This is an optimization exercise on Yosys and OpenROAD, whose aim is small area, not a production implementation.
Only simulation tests tie the RTL to the original design; equivalence was not proved.
Power figures rest on the tool's default switching activity, not on a simulated workload.

**config.mk**
```make
export PLATFORM = sky130hd
export DESIGN_NAME = ALU_top
export DESIGN_NICKNAME = ALU_top
export VERILOG_FILES = /design/flow/design.v
export SDC_FILE = /design/flow/constraint.sdc
export NUM_CORES = 4
export LEC_CHECK = 0
export CAP_MARGIN = 20
export CORE_MARGIN = 2
export CORE_UTILIZATION = 40
export SLEW_MARGIN = 20
export SYNTH_HIERARCHICAL = 1
export SYNTH_MINIMUM_KEEP_SIZE = 1
```
**constraint.sdc**
```tcl
create_clock -name core_clock -period 4.5 [get_ports {clk}]
set_input_delay 0.9000 -clock core_clock [delete_from_list [all_inputs] [get_ports {clk}]]
set_output_delay 0.9000 -clock core_clock [all_outputs]
set_load 0.01 [all_outputs]
```
**design.v**
```verilog
`timescale 1ns / 1ps
module ALU_top(
    input clk,
    input [31:0] a,
    input [31:0] b,
    input [3:0] f,
    output reg [31:0] y,
    output reg [3:0] zero
    );
    reg  [31:0] a_r, b_r;
    reg  [3:0]  f_r;
    wire [31:0] y_c;
    wire [3:0]  zero_c;
    ALU u_alu(.a(a_r), .b(b_r), .f(f_r), .y(y_c), .zero(zero_c));
    always @(posedge clk) begin
        a_r  <= a;
        b_r  <= b;
        f_r  <= f;
        y    <= y_c;
        zero <= zero_c;
    end
endmodule

`timescale 1ns / 1ps
module ALU(
   input signed [31:0] a, b,
   input [3:0] f,
   output signed [31:0] y,
   output [3:0] zero
   );
   wire bb0, p0, g0, bb1, pn1, gn1, bb2, p2, g2, bb3, pn3, gn3, bb4, p4, g4, bb5, pn5, gn5, sn0, ln0, yb0, cn1, s1, l1, y1, c2, sn2, ln2, y2, cn3, s3, l3, y3, c4, sn4, ln4, y4, cn5, s5, l5, y5, c6, bb6, p6, g6, bb7, pn7, gn7, bb8, p8, g8, bb9, pn9, gn9, bb10, p10, g10, bb11, pn11, gn11, bb12, p12, g12, bb13, pn13, gn13, sn6, ln6, y6, cn7, s7, l7, y7, c8, sn8, ln8, y8, cn9, s9, l9, y9, c10, sn10, ln10, y10, cn11, s11, l11, y11, c12, sn12, ln12, y12, cn13, s13, l13, y13, gx6, G6_7, Gn6_8, G6_9, Gn6_10, G6_11, Gn6_12, G6_13, Px6, Pw6, P6, Cn14, bb14, pn14, gn14, bb15, p15, g15, bb16, pn16, gn16, bb17, p17, g17, bb18, pn18, gn18, bb19, p19, g19, s14, l14, y14, c15, sn15, ln15, y15, cn16, s16, l16, y16, c17, sn17, ln17, y17, cn18, s18, l18, y18, c19, sn19, ln19, y19, gx14, Gn14_15, G14_16, Gn14_17, G14_18, Gn14_19, Px14, Pw14, Pn14, C20, bb20, p20, g20, bb21, pn21, gn21, bb22, p22, g22, bb23, pn23, gn23, bb24, p24, g24, sn20, ln20, y20, cn21, s21, l21, y21, c22, sn22, ln22, y22, cn23, s23, l23, y23, c24, sn24, ln24, y24, gx20, G20_21, Gn20_22, G20_23, Gn20_24, Px20, Pw20, P20, Cn25, bb25, pn25, gn25, bb26, p26, g26, bb27, pn27, gn27, bb28, p28, g28, s25, l25, y25, c26, sn26, ln26, y26, cn27, s27, l27, y27, c28, sn28, ln28, y28, gx25, Gn25_26, G25_27, Gn25_28, Px25, Pw25, Pn25, C29, bb29, p29, g29, bb30, pn30, gn30, bb31, p31, g31, sn29, ln29, y29, cn30, s30, l30, y30, c31, sn31, ln31, y31, cn32, slt, y0, z0, z1, z2, z3, z4, z5, z6, z7, m1, m2, zr;
   wire nkill, f0n, F1, F1n, F1b, F1nb, S7;
   alu_ctrl u_ctrl (.f(f), .nkill(nkill), .f0n(f0n), .F1(F1), .F1n(F1n), .F1b(F1b), .F1nb(F1nb), .S7(S7));
   g_xor2 u_bb0 (.a(b[0]), .b(f[2]), .y(bb0));
   g_xor2 u_p0 (.a(a[0]), .b(bb0), .y(p0));
   g_and3 u_g0 (.a(a[0]), .b(bb0), .c(nkill), .y(g0));
   g_xor2 u_bb1 (.a(b[1]), .b(f[2]), .y(bb1));
   g_xnor2 u_pn1 (.a(a[1]), .b(bb1), .y(pn1));
   g_nand3 u_gn1 (.a(a[1]), .b(bb1), .c(nkill), .y(gn1));
   g_xor2 u_bb2 (.a(b[2]), .b(f[2]), .y(bb2));
   g_xor2 u_p2 (.a(a[2]), .b(bb2), .y(p2));
   g_and3 u_g2 (.a(a[2]), .b(bb2), .c(nkill), .y(g2));
   g_xor2 u_bb3 (.a(b[3]), .b(f[2]), .y(bb3));
   g_xnor2 u_pn3 (.a(a[3]), .b(bb3), .y(pn3));
   g_nand3 u_gn3 (.a(a[3]), .b(bb3), .c(nkill), .y(gn3));
   g_xor2 u_bb4 (.a(b[4]), .b(f[2]), .y(bb4));
   g_xor2 u_p4 (.a(a[4]), .b(bb4), .y(p4));
   g_and3 u_g4 (.a(a[4]), .b(bb4), .c(nkill), .y(g4));
   g_xor2 u_bb5 (.a(b[5]), .b(f[2]), .y(bb5));
   g_xnor2 u_pn5 (.a(a[5]), .b(bb5), .y(pn5));
   g_nand3 u_gn5 (.a(a[5]), .b(bb5), .c(nkill), .y(gn5));
   g_xnor2 u_sn0 (.a(p0), .b(f[2]), .y(sn0));
   g_a21oi u_ln0 (.a1(f[0]), .a2(p0), .b1(g0), .y(ln0));
   g_o22ai u_yb0 (.a1(F1b), .a2(sn0), .b1(F1nb), .b2(ln0), .y(yb0));
   g_a21oi u_cn1 (.a1(p0), .a2(f[2]), .b1(g0), .y(cn1));
   g_xor2 u_s1 (.a(pn1), .b(cn1), .y(s1));
   g_o21ai u_l1 (.a1(f0n), .a2(pn1), .b1(gn1), .y(l1));
   g_a22o u_y1 (.a1(F1), .a2(s1), .b1(F1n), .b2(l1), .y(y1));
   g_o21ai u_c2 (.a1(pn1), .a2(cn1), .b1(gn1), .y(c2));
   g_xnor2 u_sn2 (.a(p2), .b(c2), .y(sn2));
   g_a21oi u_ln2 (.a1(f[0]), .a2(p2), .b1(g2), .y(ln2));
   g_o22ai u_y2 (.a1(F1b), .a2(sn2), .b1(F1nb), .b2(ln2), .y(y2));
   g_a21oi u_cn3 (.a1(p2), .a2(c2), .b1(g2), .y(cn3));
   g_xor2 u_s3 (.a(pn3), .b(cn3), .y(s3));
   g_o21ai u_l3 (.a1(f0n), .a2(pn3), .b1(gn3), .y(l3));
   g_a22o u_y3 (.a1(F1), .a2(s3), .b1(F1n), .b2(l3), .y(y3));
   g_o21ai u_c4 (.a1(pn3), .a2(cn3), .b1(gn3), .y(c4));
   g_xnor2 u_sn4 (.a(p4), .b(c4), .y(sn4));
   g_a21oi u_ln4 (.a1(f[0]), .a2(p4), .b1(g4), .y(ln4));
   g_o22ai u_y4 (.a1(F1b), .a2(sn4), .b1(F1nb), .b2(ln4), .y(y4));
   g_a21oi u_cn5 (.a1(p4), .a2(c4), .b1(g4), .y(cn5));
   g_xor2 u_s5 (.a(pn5), .b(cn5), .y(s5));
   g_o21ai u_l5 (.a1(f0n), .a2(pn5), .b1(gn5), .y(l5));
   g_a22o u_y5 (.a1(F1), .a2(s5), .b1(F1n), .b2(l5), .y(y5));
   g_o21ai u_c6 (.a1(pn5), .a2(cn5), .b1(gn5), .y(c6));
   g_xor2 u_bb6 (.a(b[6]), .b(f[2]), .y(bb6));
   g_xor2 u_p6 (.a(a[6]), .b(bb6), .y(p6));
   g_and3 u_g6 (.a(a[6]), .b(bb6), .c(nkill), .y(g6));
   g_xor2 u_bb7 (.a(b[7]), .b(f[2]), .y(bb7));
   g_xnor2 u_pn7 (.a(a[7]), .b(bb7), .y(pn7));
   g_nand3 u_gn7 (.a(a[7]), .b(bb7), .c(nkill), .y(gn7));
   g_xor2 u_bb8 (.a(b[8]), .b(f[2]), .y(bb8));
   g_xor2 u_p8 (.a(a[8]), .b(bb8), .y(p8));
   g_and3 u_g8 (.a(a[8]), .b(bb8), .c(nkill), .y(g8));
   g_xor2 u_bb9 (.a(b[9]), .b(f[2]), .y(bb9));
   g_xnor2 u_pn9 (.a(a[9]), .b(bb9), .y(pn9));
   g_nand3 u_gn9 (.a(a[9]), .b(bb9), .c(nkill), .y(gn9));
   g_xor2 u_bb10 (.a(b[10]), .b(f[2]), .y(bb10));
   g_xor2 u_p10 (.a(a[10]), .b(bb10), .y(p10));
   g_and3 u_g10 (.a(a[10]), .b(bb10), .c(nkill), .y(g10));
   g_xor2 u_bb11 (.a(b[11]), .b(f[2]), .y(bb11));
   g_xnor2 u_pn11 (.a(a[11]), .b(bb11), .y(pn11));
   g_nand3 u_gn11 (.a(a[11]), .b(bb11), .c(nkill), .y(gn11));
   g_xor2 u_bb12 (.a(b[12]), .b(f[2]), .y(bb12));
   g_xor2 u_p12 (.a(a[12]), .b(bb12), .y(p12));
   g_and3 u_g12 (.a(a[12]), .b(bb12), .c(nkill), .y(g12));
   g_xor2 u_bb13 (.a(b[13]), .b(f[2]), .y(bb13));
   g_xnor2 u_pn13 (.a(a[13]), .b(bb13), .y(pn13));
   g_nand3 u_gn13 (.a(a[13]), .b(bb13), .c(nkill), .y(gn13));
   g_xnor2 u_sn6 (.a(p6), .b(c6), .y(sn6));
   g_a21oi u_ln6 (.a1(f[0]), .a2(p6), .b1(g6), .y(ln6));
   g_o22ai u_y6 (.a1(F1b), .a2(sn6), .b1(F1nb), .b2(ln6), .y(y6));
   g_a21oi u_cn7 (.a1(p6), .a2(c6), .b1(g6), .y(cn7));
   g_xor2 u_s7 (.a(pn7), .b(cn7), .y(s7));
   g_o21ai u_l7 (.a1(f0n), .a2(pn7), .b1(gn7), .y(l7));
   g_a22o u_y7 (.a1(F1), .a2(s7), .b1(F1n), .b2(l7), .y(y7));
   g_o21ai u_c8 (.a1(pn7), .a2(cn7), .b1(gn7), .y(c8));
   g_xnor2 u_sn8 (.a(p8), .b(c8), .y(sn8));
   g_a21oi u_ln8 (.a1(f[0]), .a2(p8), .b1(g8), .y(ln8));
   g_o22ai u_y8 (.a1(F1b), .a2(sn8), .b1(F1nb), .b2(ln8), .y(y8));
   g_a21oi u_cn9 (.a1(p8), .a2(c8), .b1(g8), .y(cn9));
   g_xor2 u_s9 (.a(pn9), .b(cn9), .y(s9));
   g_o21ai u_l9 (.a1(f0n), .a2(pn9), .b1(gn9), .y(l9));
   g_a22o u_y9 (.a1(F1), .a2(s9), .b1(F1n), .b2(l9), .y(y9));
   g_o21ai u_c10 (.a1(pn9), .a2(cn9), .b1(gn9), .y(c10));
   g_xnor2 u_sn10 (.a(p10), .b(c10), .y(sn10));
   g_a21oi u_ln10 (.a1(f[0]), .a2(p10), .b1(g10), .y(ln10));
   g_o22ai u_y10 (.a1(F1b), .a2(sn10), .b1(F1nb), .b2(ln10), .y(y10));
   g_a21oi u_cn11 (.a1(p10), .a2(c10), .b1(g10), .y(cn11));
   g_xor2 u_s11 (.a(pn11), .b(cn11), .y(s11));
   g_o21ai u_l11 (.a1(f0n), .a2(pn11), .b1(gn11), .y(l11));
   g_a22o u_y11 (.a1(F1), .a2(s11), .b1(F1n), .b2(l11), .y(y11));
   g_o21ai u_c12 (.a1(pn11), .a2(cn11), .b1(gn11), .y(c12));
   g_xnor2 u_sn12 (.a(p12), .b(c12), .y(sn12));
   g_a21oi u_ln12 (.a1(f[0]), .a2(p12), .b1(g12), .y(ln12));
   g_o22ai u_y12 (.a1(F1b), .a2(sn12), .b1(F1nb), .b2(ln12), .y(y12));
   g_a21oi u_cn13 (.a1(p12), .a2(c12), .b1(g12), .y(cn13));
   g_xor2 u_s13 (.a(pn13), .b(cn13), .y(s13));
   g_o21ai u_l13 (.a1(f0n), .a2(pn13), .b1(gn13), .y(l13));
   g_a22o u_y13 (.a1(F1), .a2(s13), .b1(F1n), .b2(l13), .y(y13));
   g_nand3 u_gx6 (.a(a[6]), .b(bb6), .c(nkill), .y(gx6));
   g_o21ai u_G6_7 (.a1(pn7), .a2(gx6), .b1(gn7), .y(G6_7));
   g_a21oi u_Gn6_8 (.a1(p8), .a2(G6_7), .b1(g8), .y(Gn6_8));
   g_o21ai u_G6_9 (.a1(pn9), .a2(Gn6_8), .b1(gn9), .y(G6_9));
   g_a21oi u_Gn6_10 (.a1(p10), .a2(G6_9), .b1(g10), .y(Gn6_10));
   g_o21ai u_G6_11 (.a1(pn11), .a2(Gn6_10), .b1(gn11), .y(G6_11));
   g_a21oi u_Gn6_12 (.a1(p12), .a2(G6_11), .b1(g12), .y(Gn6_12));
   g_o21ai u_G6_13 (.a1(pn13), .a2(Gn6_12), .b1(gn13), .y(G6_13));
   g_nand4 u_Px6 (.a(p6), .b(p8), .c(p10), .d(p12), .y(Px6));
   g_nor4 u_Pw6 (.a(pn7), .b(pn9), .c(pn11), .d(pn13), .y(Pw6));
   g_nor2b u_P6 (.a(Px6), .bn(Pw6), .y(P6));
   g_a21oi u_Cn14 (.a1(P6), .a2(c6), .b1(G6_13), .y(Cn14));
   g_xor2 u_bb14 (.a(b[14]), .b(f[2]), .y(bb14));
   g_xnor2 u_pn14 (.a(a[14]), .b(bb14), .y(pn14));
   g_nand3 u_gn14 (.a(a[14]), .b(bb14), .c(nkill), .y(gn14));
   g_xor2 u_bb15 (.a(b[15]), .b(f[2]), .y(bb15));
   g_xor2 u_p15 (.a(a[15]), .b(bb15), .y(p15));
   g_and3 u_g15 (.a(a[15]), .b(bb15), .c(nkill), .y(g15));
   g_xor2 u_bb16 (.a(b[16]), .b(f[2]), .y(bb16));
   g_xnor2 u_pn16 (.a(a[16]), .b(bb16), .y(pn16));
   g_nand3 u_gn16 (.a(a[16]), .b(bb16), .c(nkill), .y(gn16));
   g_xor2 u_bb17 (.a(b[17]), .b(f[2]), .y(bb17));
   g_xor2 u_p17 (.a(a[17]), .b(bb17), .y(p17));
   g_and3 u_g17 (.a(a[17]), .b(bb17), .c(nkill), .y(g17));
   g_xor2 u_bb18 (.a(b[18]), .b(f[2]), .y(bb18));
   g_xnor2 u_pn18 (.a(a[18]), .b(bb18), .y(pn18));
   g_nand3 u_gn18 (.a(a[18]), .b(bb18), .c(nkill), .y(gn18));
   g_xor2 u_bb19 (.a(b[19]), .b(f[2]), .y(bb19));
   g_xor2 u_p19 (.a(a[19]), .b(bb19), .y(p19));
   g_and3 u_g19 (.a(a[19]), .b(bb19), .c(nkill), .y(g19));
   g_xor2 u_s14 (.a(pn14), .b(Cn14), .y(s14));
   g_o21ai u_l14 (.a1(f0n), .a2(pn14), .b1(gn14), .y(l14));
   g_a22o u_y14 (.a1(F1), .a2(s14), .b1(F1n), .b2(l14), .y(y14));
   g_o21ai u_c15 (.a1(pn14), .a2(Cn14), .b1(gn14), .y(c15));
   g_xnor2 u_sn15 (.a(p15), .b(c15), .y(sn15));
   g_a21oi u_ln15 (.a1(f[0]), .a2(p15), .b1(g15), .y(ln15));
   g_o22ai u_y15 (.a1(F1b), .a2(sn15), .b1(F1nb), .b2(ln15), .y(y15));
   g_a21oi u_cn16 (.a1(p15), .a2(c15), .b1(g15), .y(cn16));
   g_xor2 u_s16 (.a(pn16), .b(cn16), .y(s16));
   g_o21ai u_l16 (.a1(f0n), .a2(pn16), .b1(gn16), .y(l16));
   g_a22o u_y16 (.a1(F1), .a2(s16), .b1(F1n), .b2(l16), .y(y16));
   g_o21ai u_c17 (.a1(pn16), .a2(cn16), .b1(gn16), .y(c17));
   g_xnor2 u_sn17 (.a(p17), .b(c17), .y(sn17));
   g_a21oi u_ln17 (.a1(f[0]), .a2(p17), .b1(g17), .y(ln17));
   g_o22ai u_y17 (.a1(F1b), .a2(sn17), .b1(F1nb), .b2(ln17), .y(y17));
   g_a21oi u_cn18 (.a1(p17), .a2(c17), .b1(g17), .y(cn18));
   g_xor2 u_s18 (.a(pn18), .b(cn18), .y(s18));
   g_o21ai u_l18 (.a1(f0n), .a2(pn18), .b1(gn18), .y(l18));
   g_a22o u_y18 (.a1(F1), .a2(s18), .b1(F1n), .b2(l18), .y(y18));
   g_o21ai u_c19 (.a1(pn18), .a2(cn18), .b1(gn18), .y(c19));
   g_xnor2 u_sn19 (.a(p19), .b(c19), .y(sn19));
   g_a21oi u_ln19 (.a1(f[0]), .a2(p19), .b1(g19), .y(ln19));
   g_o22ai u_y19 (.a1(F1b), .a2(sn19), .b1(F1nb), .b2(ln19), .y(y19));
   g_and3 u_gx14 (.a(a[14]), .b(bb14), .c(nkill), .y(gx14));
   g_a21oi u_Gn14_15 (.a1(p15), .a2(gx14), .b1(g15), .y(Gn14_15));
   g_o21ai u_G14_16 (.a1(pn16), .a2(Gn14_15), .b1(gn16), .y(G14_16));
   g_a21oi u_Gn14_17 (.a1(p17), .a2(G14_16), .b1(g17), .y(Gn14_17));
   g_o21ai u_G14_18 (.a1(pn18), .a2(Gn14_17), .b1(gn18), .y(G14_18));
   g_a21oi u_Gn14_19 (.a1(p19), .a2(G14_18), .b1(g19), .y(Gn14_19));
   g_nand3 u_Px14 (.a(p15), .b(p17), .c(p19), .y(Px14));
   g_nor3 u_Pw14 (.a(pn14), .b(pn16), .c(pn18), .y(Pw14));
   g_nand2b u_Pn14 (.an(Px14), .b(Pw14), .y(Pn14));
   g_o21ai u_C20 (.a1(Pn14), .a2(Cn14), .b1(Gn14_19), .y(C20));
   g_xor2 u_bb20 (.a(b[20]), .b(f[2]), .y(bb20));
   g_xor2 u_p20 (.a(a[20]), .b(bb20), .y(p20));
   g_and3 u_g20 (.a(a[20]), .b(bb20), .c(nkill), .y(g20));
   g_xor2 u_bb21 (.a(b[21]), .b(f[2]), .y(bb21));
   g_xnor2 u_pn21 (.a(a[21]), .b(bb21), .y(pn21));
   g_nand3 u_gn21 (.a(a[21]), .b(bb21), .c(nkill), .y(gn21));
   g_xor2 u_bb22 (.a(b[22]), .b(f[2]), .y(bb22));
   g_xor2 u_p22 (.a(a[22]), .b(bb22), .y(p22));
   g_and3 u_g22 (.a(a[22]), .b(bb22), .c(nkill), .y(g22));
   g_xor2 u_bb23 (.a(b[23]), .b(f[2]), .y(bb23));
   g_xnor2 u_pn23 (.a(a[23]), .b(bb23), .y(pn23));
   g_nand3 u_gn23 (.a(a[23]), .b(bb23), .c(nkill), .y(gn23));
   g_xor2 u_bb24 (.a(b[24]), .b(f[2]), .y(bb24));
   g_xor2 u_p24 (.a(a[24]), .b(bb24), .y(p24));
   g_and3 u_g24 (.a(a[24]), .b(bb24), .c(nkill), .y(g24));
   g_xnor2 u_sn20 (.a(p20), .b(C20), .y(sn20));
   g_a21oi u_ln20 (.a1(f[0]), .a2(p20), .b1(g20), .y(ln20));
   g_o22ai u_y20 (.a1(F1b), .a2(sn20), .b1(F1nb), .b2(ln20), .y(y20));
   g_a21oi u_cn21 (.a1(p20), .a2(C20), .b1(g20), .y(cn21));
   g_xor2 u_s21 (.a(pn21), .b(cn21), .y(s21));
   g_o21ai u_l21 (.a1(f0n), .a2(pn21), .b1(gn21), .y(l21));
   g_a22o u_y21 (.a1(F1), .a2(s21), .b1(F1n), .b2(l21), .y(y21));
   g_o21ai u_c22 (.a1(pn21), .a2(cn21), .b1(gn21), .y(c22));
   g_xnor2 u_sn22 (.a(p22), .b(c22), .y(sn22));
   g_a21oi u_ln22 (.a1(f[0]), .a2(p22), .b1(g22), .y(ln22));
   g_o22ai u_y22 (.a1(F1b), .a2(sn22), .b1(F1nb), .b2(ln22), .y(y22));
   g_a21oi u_cn23 (.a1(p22), .a2(c22), .b1(g22), .y(cn23));
   g_xor2 u_s23 (.a(pn23), .b(cn23), .y(s23));
   g_o21ai u_l23 (.a1(f0n), .a2(pn23), .b1(gn23), .y(l23));
   g_a22o u_y23 (.a1(F1), .a2(s23), .b1(F1n), .b2(l23), .y(y23));
   g_o21ai u_c24 (.a1(pn23), .a2(cn23), .b1(gn23), .y(c24));
   g_xnor2 u_sn24 (.a(p24), .b(c24), .y(sn24));
   g_a21oi u_ln24 (.a1(f[0]), .a2(p24), .b1(g24), .y(ln24));
   g_o22ai u_y24 (.a1(F1b), .a2(sn24), .b1(F1nb), .b2(ln24), .y(y24));
   g_nand3 u_gx20 (.a(a[20]), .b(bb20), .c(nkill), .y(gx20));
   g_o21ai u_G20_21 (.a1(pn21), .a2(gx20), .b1(gn21), .y(G20_21));
   g_a21oi u_Gn20_22 (.a1(p22), .a2(G20_21), .b1(g22), .y(Gn20_22));
   g_o21ai u_G20_23 (.a1(pn23), .a2(Gn20_22), .b1(gn23), .y(G20_23));
   g_a21oi u_Gn20_24 (.a1(p24), .a2(G20_23), .b1(g24), .y(Gn20_24));
   g_nand3 u_Px20 (.a(p20), .b(p22), .c(p24), .y(Px20));
   g_nor2 u_Pw20 (.a(pn21), .b(pn23), .y(Pw20));
   g_nor2b u_P20 (.a(Px20), .bn(Pw20), .y(P20));
   g_a21boi u_Cn25 (.a1(P20), .a2(C20), .b1n(Gn20_24), .y(Cn25));
   g_xor2 u_bb25 (.a(b[25]), .b(f[2]), .y(bb25));
   g_xnor2 u_pn25 (.a(a[25]), .b(bb25), .y(pn25));
   g_nand3 u_gn25 (.a(a[25]), .b(bb25), .c(nkill), .y(gn25));
   g_xor2 u_bb26 (.a(b[26]), .b(f[2]), .y(bb26));
   g_xor2 u_p26 (.a(a[26]), .b(bb26), .y(p26));
   g_and3 u_g26 (.a(a[26]), .b(bb26), .c(nkill), .y(g26));
   g_xor2 u_bb27 (.a(b[27]), .b(f[2]), .y(bb27));
   g_xnor2 u_pn27 (.a(a[27]), .b(bb27), .y(pn27));
   g_nand3 u_gn27 (.a(a[27]), .b(bb27), .c(nkill), .y(gn27));
   g_xor2 u_bb28 (.a(b[28]), .b(f[2]), .y(bb28));
   g_xor2 u_p28 (.a(a[28]), .b(bb28), .y(p28));
   g_and3 u_g28 (.a(a[28]), .b(bb28), .c(nkill), .y(g28));
   g_xor2 u_s25 (.a(pn25), .b(Cn25), .y(s25));
   g_o21ai u_l25 (.a1(f0n), .a2(pn25), .b1(gn25), .y(l25));
   g_a22o u_y25 (.a1(F1), .a2(s25), .b1(F1n), .b2(l25), .y(y25));
   g_o21ai u_c26 (.a1(pn25), .a2(Cn25), .b1(gn25), .y(c26));
   g_xnor2 u_sn26 (.a(p26), .b(c26), .y(sn26));
   g_a21oi u_ln26 (.a1(f[0]), .a2(p26), .b1(g26), .y(ln26));
   g_o22ai u_y26 (.a1(F1b), .a2(sn26), .b1(F1nb), .b2(ln26), .y(y26));
   g_a21oi u_cn27 (.a1(p26), .a2(c26), .b1(g26), .y(cn27));
   g_xor2 u_s27 (.a(pn27), .b(cn27), .y(s27));
   g_o21ai u_l27 (.a1(f0n), .a2(pn27), .b1(gn27), .y(l27));
   g_a22o u_y27 (.a1(F1), .a2(s27), .b1(F1n), .b2(l27), .y(y27));
   g_o21ai u_c28 (.a1(pn27), .a2(cn27), .b1(gn27), .y(c28));
   g_xnor2 u_sn28 (.a(p28), .b(c28), .y(sn28));
   g_a21oi u_ln28 (.a1(f[0]), .a2(p28), .b1(g28), .y(ln28));
   g_o22ai u_y28 (.a1(F1b), .a2(sn28), .b1(F1nb), .b2(ln28), .y(y28));
   g_and3 u_gx25 (.a(a[25]), .b(bb25), .c(nkill), .y(gx25));
   g_a21oi u_Gn25_26 (.a1(p26), .a2(gx25), .b1(g26), .y(Gn25_26));
   g_o21ai u_G25_27 (.a1(pn27), .a2(Gn25_26), .b1(gn27), .y(G25_27));
   g_a21oi u_Gn25_28 (.a1(p28), .a2(G25_27), .b1(g28), .y(Gn25_28));
   g_nand2 u_Px25 (.a(p26), .b(p28), .y(Px25));
   g_nor2 u_Pw25 (.a(pn25), .b(pn27), .y(Pw25));
   g_nand2b u_Pn25 (.an(Px25), .b(Pw25), .y(Pn25));
   g_o21ai u_C29 (.a1(Pn25), .a2(Cn25), .b1(Gn25_28), .y(C29));
   g_xor2 u_bb29 (.a(b[29]), .b(f[2]), .y(bb29));
   g_xor2 u_p29 (.a(a[29]), .b(bb29), .y(p29));
   g_and3 u_g29 (.a(a[29]), .b(bb29), .c(nkill), .y(g29));
   g_xor2 u_bb30 (.a(b[30]), .b(f[2]), .y(bb30));
   g_xnor2 u_pn30 (.a(a[30]), .b(bb30), .y(pn30));
   g_nand3 u_gn30 (.a(a[30]), .b(bb30), .c(nkill), .y(gn30));
   g_xor2 u_bb31 (.a(b[31]), .b(f[2]), .y(bb31));
   g_xor2 u_p31 (.a(a[31]), .b(bb31), .y(p31));
   g_and3 u_g31 (.a(a[31]), .b(bb31), .c(nkill), .y(g31));
   g_xnor2 u_sn29 (.a(p29), .b(C29), .y(sn29));
   g_a21oi u_ln29 (.a1(f[0]), .a2(p29), .b1(g29), .y(ln29));
   g_o22ai u_y29 (.a1(F1b), .a2(sn29), .b1(F1nb), .b2(ln29), .y(y29));
   g_a21oi u_cn30 (.a1(p29), .a2(C29), .b1(g29), .y(cn30));
   g_xor2 u_s30 (.a(pn30), .b(cn30), .y(s30));
   g_o21ai u_l30 (.a1(f0n), .a2(pn30), .b1(gn30), .y(l30));
   g_a22o u_y30 (.a1(F1), .a2(s30), .b1(F1n), .b2(l30), .y(y30));
   g_o21ai u_c31 (.a1(pn30), .a2(cn30), .b1(gn30), .y(c31));
   g_xnor2 u_sn31 (.a(p31), .b(c31), .y(sn31));
   g_a21oi u_ln31 (.a1(f[0]), .a2(p31), .b1(g31), .y(ln31));
   g_o22ai u_y31 (.a1(F1b), .a2(sn31), .b1(F1nb), .b2(ln31), .y(y31));
   g_a21oi u_cn32 (.a1(p31), .a2(c31), .b1(g31), .y(cn32));
   g_xnor2 u_slt (.a(p31), .b(cn32), .y(slt));
   g_a21o u_y0 (.a1(S7), .a2(slt), .b1(yb0), .y(y0));
   g_nor4 u_z0 (.a(y1), .b(y2), .c(y3), .d(y4), .y(z0));
   g_nor4 u_z1 (.a(y5), .b(y6), .c(y7), .d(y8), .y(z1));
   g_nor4 u_z2 (.a(y9), .b(y10), .c(y11), .d(y12), .y(z2));
   g_nor4 u_z3 (.a(y13), .b(y14), .c(y15), .d(y16), .y(z3));
   g_nor4 u_z4 (.a(y17), .b(y18), .c(y19), .d(y20), .y(z4));
   g_nor4 u_z5 (.a(y21), .b(y22), .c(y23), .d(y24), .y(z5));
   g_nor4 u_z6 (.a(y25), .b(y26), .c(y27), .d(y28), .y(z6));
   g_nor2 u_z7 (.a(y29), .b(y30), .y(z7));
   g_nand4 u_m1 (.a(z0), .b(z1), .c(z2), .d(z3), .y(m1));
   g_nand4 u_m2 (.a(z4), .b(z5), .c(z6), .d(z7), .y(m2));
   g_nor4 u_zr (.a(m1), .b(m2), .c(y31), .d(y0), .y(zr));
   assign y = {y31, y30, y29, y28, y27, y26, y25, y24, y23, y22, y21, y20, y19, y18, y17, y16, y15, y14, y13, y12, y11, y10, y9, y8, y7, y6, y5, y4, y3, y2, y1, y0};
   assign zero = {3'b000, zr};
endmodule
module alu_ctrl(input [3:0] f, output nkill, f0n, F1, F1n, F1b, F1nb, S7);
   wire en = ~f[3] & ~(f[2] & f[1] & f[0]);
   assign nkill = ~(~f[2] & f[1] & f[0]);
   assign f0n = ~f[0];
   assign F1 = f[1] & en;
   assign F1n = ~f[1] & en;
   assign F1b = ~(f[1] & en);
   assign F1nb = ~(~f[1] & en);
   assign S7 = ~f[3] & f[2] & f[1] & f[0];
endmodule
module g_a21boi(input a1, a2, b1n, output y);
   assign y = ~((a1 & a2) | ~b1n);
endmodule
module g_a21o(input a1, a2, b1, output y);
   assign y = (a1 & a2) | b1;
endmodule
module g_a21oi(input a1, a2, b1, output y);
   assign y = ~((a1 & a2) | b1);
endmodule
module g_a22o(input a1, a2, b1, b2, output y);
   assign y = (a1 & a2) | (b1 & b2);
endmodule
module g_and3(input a, b, c, output y);
   assign y = ~(~a | ~b | ~c);
endmodule
module g_nand2(input a, b, output y);
   assign y = ~(a & b);
endmodule
module g_nand2b(input an, b, output y);
   assign y = ~(~an & b);
endmodule
module g_nand3(input a, b, c, output y);
   assign y = ~(a & b & c);
endmodule
module g_nand4(input a, b, c, d, output y);
   assign y = ~(a & b & c & d);
endmodule
module g_nor2(input a, b, output y);
   assign y = ~(a | b);
endmodule
module g_nor2b(input a, bn, output y);
   assign y = ~(a | ~bn);
endmodule
module g_nor3(input a, b, c, output y);
   assign y = ~(a | b | c);
endmodule
module g_nor4(input a, b, c, d, output y);
   assign y = ~(a | b | c | d);
endmodule
module g_o21ai(input a1, a2, b1, output y);
   assign y = ~((a1 | a2) & b1);
endmodule
module g_o22ai(input a1, a2, b1, b2, output y);
   assign y = ~((a1 | a2) & (b1 | b2));
endmodule
module g_xnor2(input a, b, output y);
   assign y = (a & b) | (~a & ~b);
endmodule
module g_xor2(input a, b, output y);
   assign y = (a & ~b) | (~a & b);
endmodule
```
**run.sh**
```bash
#!/bin/bash
# synth_recipe.tcl (not shown) runs the flow's synth.tcl, then flattens the netlist and writes it again
# the make line also repeats each setting of config.mk as NAME=value (left out here)
make -C /OpenROAD-flow-scripts/flow DESIGN_CONFIG=/design/flow/config.mk WORK_HOME=/design/flow/orfs CLKGATE_MAP_FILE= SYNTH_SCRIPT=/design/flow/synth_recipe.tcl finish
```
==> results.toml <==
[clock_tree]
htreeDepth = 3
cts_tree = "built"
clk_pin_slew_ps = 100
clk_latency_ps = 370
cts_root_buf = "clkbuf_8"
cts_hold_buf = 0
cts.sinks = 101
cts_made_buffers = 9
ctsLongestPathBuffers = 2

[synth]
async_flop_share_pct = 0
synth_xor_area_share_pct = 20.3
synth_cell_types = 25
synth.largest_area_cell = "dfxtp_1"
synth_most_common_cell = "dfxtp_1"
synthTopCellsByCount = "dfxtp_1 (101), xor2_1 (64), a21oi_2 (42), o21ai_1 (40), xnor2_1 (33)"
postSynthAreaPerCell_um2 = 10.8
synth_compound_area_share_pct = 19.8
synth_area_um2 = 4180
ys_ff_latch = 101
synth_top_flop_cell = "dfxtp_1"
netlist_instances = 386
yosys.area.top_type_share_pct = 48.4
yosys_warnings = 7
ys_top_cells_by_area = "dfxtp_1 (48%), xor2_1 (13%), a21oi_2 (8.8%), xnor2_1 (6.9%), o21ai_1 (4.8%)"
synthAdderAreaFrac_pct = 0
yosys.area_share.simple_pct = 10.7
synth_top_family_by_area = "XOR/XNOR gates"
yosysSeqAreaShare_pct = 48.4
synth_edf_count = 0
synth_mux_area_share_pct = 0

[finish]
drive_gt1_share_pct = 18.8
area_delta_synth_final_pct = 36.2
n_antenna_cell = 0
finalNetCount = 576
post-route-util_pct = 55.7
n_fill_cell = 917

[sta]
clock.fmax_mhz = 239
hold_viol = 0
slew-limit-headroom_pct = 47.2
rsz0062_at_grt = "no"
min_period_over_period_pct = 93.1
skew_ps = 12.2
slew_violations = 0
fin_crit_ps = 4190
tightestPinTransition_ps = 791
setup_viol = 0
fin_setup_tns_ps = 0

[worst_setup_path]
critPathLaunchType = "flip-flop"
startpoint = "f_r[2]$_DFF_P_"
worst_ep_required_time_ps = 4790
rrSetupSlack_ps = 310
critical_path_class = "reg2reg"
timing.critical_path.arrival_ps = 4480
cp-end-kind = "flip-flop"
cp_max_fo = 11
rr_startpoint = "f_r[2]$_DFF_P_"

[drt]
drt_first_pass_iters = 4
wl_per_cell_um = 15.1
num_vias = 3189
via_per_inst = 4.92
detail-route-antenna-nets = 0
finalWirelength_mm = 9.75
drc = 0
drtIter0Drc = 84

[worst_hold_path]
hold_class = "reg2reg"
min-delay-start = "a_r[30]$_DFF_P_"

[placed_design]
hpwl_mm = 7.27
portBuffers = 101
place.gp.congestion = 0.862

[floorplan]
die_height_um = 106
die_w_um = 106
start_util_pct = 40.9
ios = 105
coreArea_um2 = 10200
row_count = 37
die_area_um2 = 11300

[global_route]
grt_max_degree = 21
grt_pass1_wl_mm = 15.7
grt_overflow = 0
grt_pass1_vias = 3217
grt_util_all_layers_pct = 17.8
grt_antenna_before_repair = 0

[power_and_ir_drop]
netSwitchingPower_uw = 673
p_leak_nw = 2.16
p_comb_share_pct = 28.0
intPower_mw = 1.56
switching_share_pct = 30.2
seq_power_share_pct = 44.7
power_density_nw_per_um2 = 391
ir_drop_mv = 0.201
p_clk_share_pct = 27.3

[job]
drv_cap = 0

[outcome]
status = "finished clean"
power groups by stage:
| stage | combinational [mW] | sequential (mW) | clock, mW |
|---|---|---|---|
| 4_1_cts | 0.618 | 0.997 | 0.628 |
| 6_report | 0.624 | 0.996 | 0.608 |
| 5_1_grt | 0.679 | 1.00 | 0.658 |
| 3_3_place_gp | 0.611 | 1.02 | 0 |
| 2_1_floorplan | 0.379 | 1.04 | 0 |
| 3_5_place_dp | 0.615 | 1.02 | 0 |
metrics by stage:
step | hold WS [ps] | area (µm²) | cells | power (mW) | setup WS, ps
final | 745 | 5700 | 648 | 2.23 | 309
after CTS | 735 | 5650 | 646 | 2.24 | 160
after detailed placement | 697 | 5430 | 630 | 1.63 | 172
after floorplan | 641 | 4210 | 388 | 1.42 | 28.7
after global placement | 707 | 5430 | 630 | 1.63 | 358
after global routing | 791 | 5700 | 648 | 2.34 | 10.6
layout make-up:
cell class | count | area [µm²] | area share, %
repair buffers | 111 | 1090 | 19.1
multi-input cells | 282 | 2190 | 38.5
flip-flops and latches | 101 | 2030 | 35.6
well taps | 136 | 170 | 2.99
inverters | 2 | 7.51 | 0.132
clock inverters | 6 | 76.3 | 1.34
clock buffers | 10 | 138 | 2.42
worst max-delay path, stage by stage (launching register included):
cell     delay [ps]
dfxtp_4         460
buf_4           210
xor2_1          220
xnor2_1         170
o21ai_2         190
a21oi_2          90
o21ai_1         250
a21oi_2         110
o21ai_2         240
a21oi_2         110
o21ai_2         200
a21oi_2          90
o21ai_2         220
a21oi_2         100
o21ai_2         200
a21oi_2          80
xor2_1          180
a22o_1          250
nor4_2          260
nand4_1         200
nor4_2          280
kinds of logic (layout without fill, tap and decap cells):
group | count (synthesis) | count (layout)
xor gates and xnor gates | 97 | 97
DFF | 101 | 101
and+or+nand+nor | 65 | 65
buffers and inverters | 5 | 129
AOI/OAI and AO/OA | 117 | 117
other | 1 | 3
modules after synthesis, one instance, submodules excluded, excerpt:
module,flops+latches,times used
g_nor2b,0,2
g_a21boi,0,1
g_nor3,0,1
g_xnor2,0,33
g_a22o,0,15
g_a21oi,0,42
g_o22ai,0,17
g_o21ai,0,40
cells in the final DEF, fill, tap and decap left out, drive strengths merged, types with 2 or more instances in the layout:
master / n
a22o: 15
buf: 10
nand3: 19
dfxtp: 101
nor2b: 2
o21ai: 40
clkdlybuf4s50: 101
xor2: 64
clkinv: 2
nor4: 9
clkbuf: 10
nand4: 3
a21oi: 43
o22ai: 17
nand2b: 4
nor2: 4
inv: 5
and3: 19
xnor2: 33
conb: 3
nand2: 2
routing by layer:
metal	part of all wire, %	up-vias	track usage [%]
li1	-	1616	-
met1	48	1480	23.0
met2	47	84	29.8
met3	4.0	9	3.86
met4	1.1	0	5.08
met5	0	-	0
timing repair:
item,in CTS,in global routing
setup endpoints to repair,0,1
setup buffers,0,2
gates resized for setup,0,6
flip-flops by register name, summed over array words and instances, names as in the netlist:
signal / count
f_r: 4
a_r: 32
zero: 1
y: 32
b_r: 32
final timing paths:
check                                       end  cells after the start
worst max-delay path            zero[0]$_DFF_P_                     20
worst min register to register    y[30]$_DFF_P_                      3
worst max register to register  zero[0]$_DFF_P_                     20
worst min-delay path              y[30]$_DFF_P_                      3

-- port drivers added, routing unchanged --
The results above use ideal ports. As a check the final layout listed here was re-extracted and re-timed, cells and wires unchanged. Step 1: set_driving_cell puts a clkbuf_16 on clk and a buf_2 on each other input, an assumption about the parent block. Step 2 also shifts input and output timing later by t, the mid clock arrival at the registers, as if the neighbouring blocks saw the same clock. a / b / c = ideal / step 1 / step 2; a / b = the first two.
t, ns: 0.398
setup WS [ns]: 0.309 / 0.309 / 0.309
hold slack, ns: 0.745 / 0.745 / 0.745
slew at the worst register clock pin (ns): 0.10 / 0.10
cell pins on the clock port's net: 1
After both steps setup and hold are still met in this run. For this run, drivers alone change the setup slack by 0.000 ns; drivers and shift together by 0.000 ns.
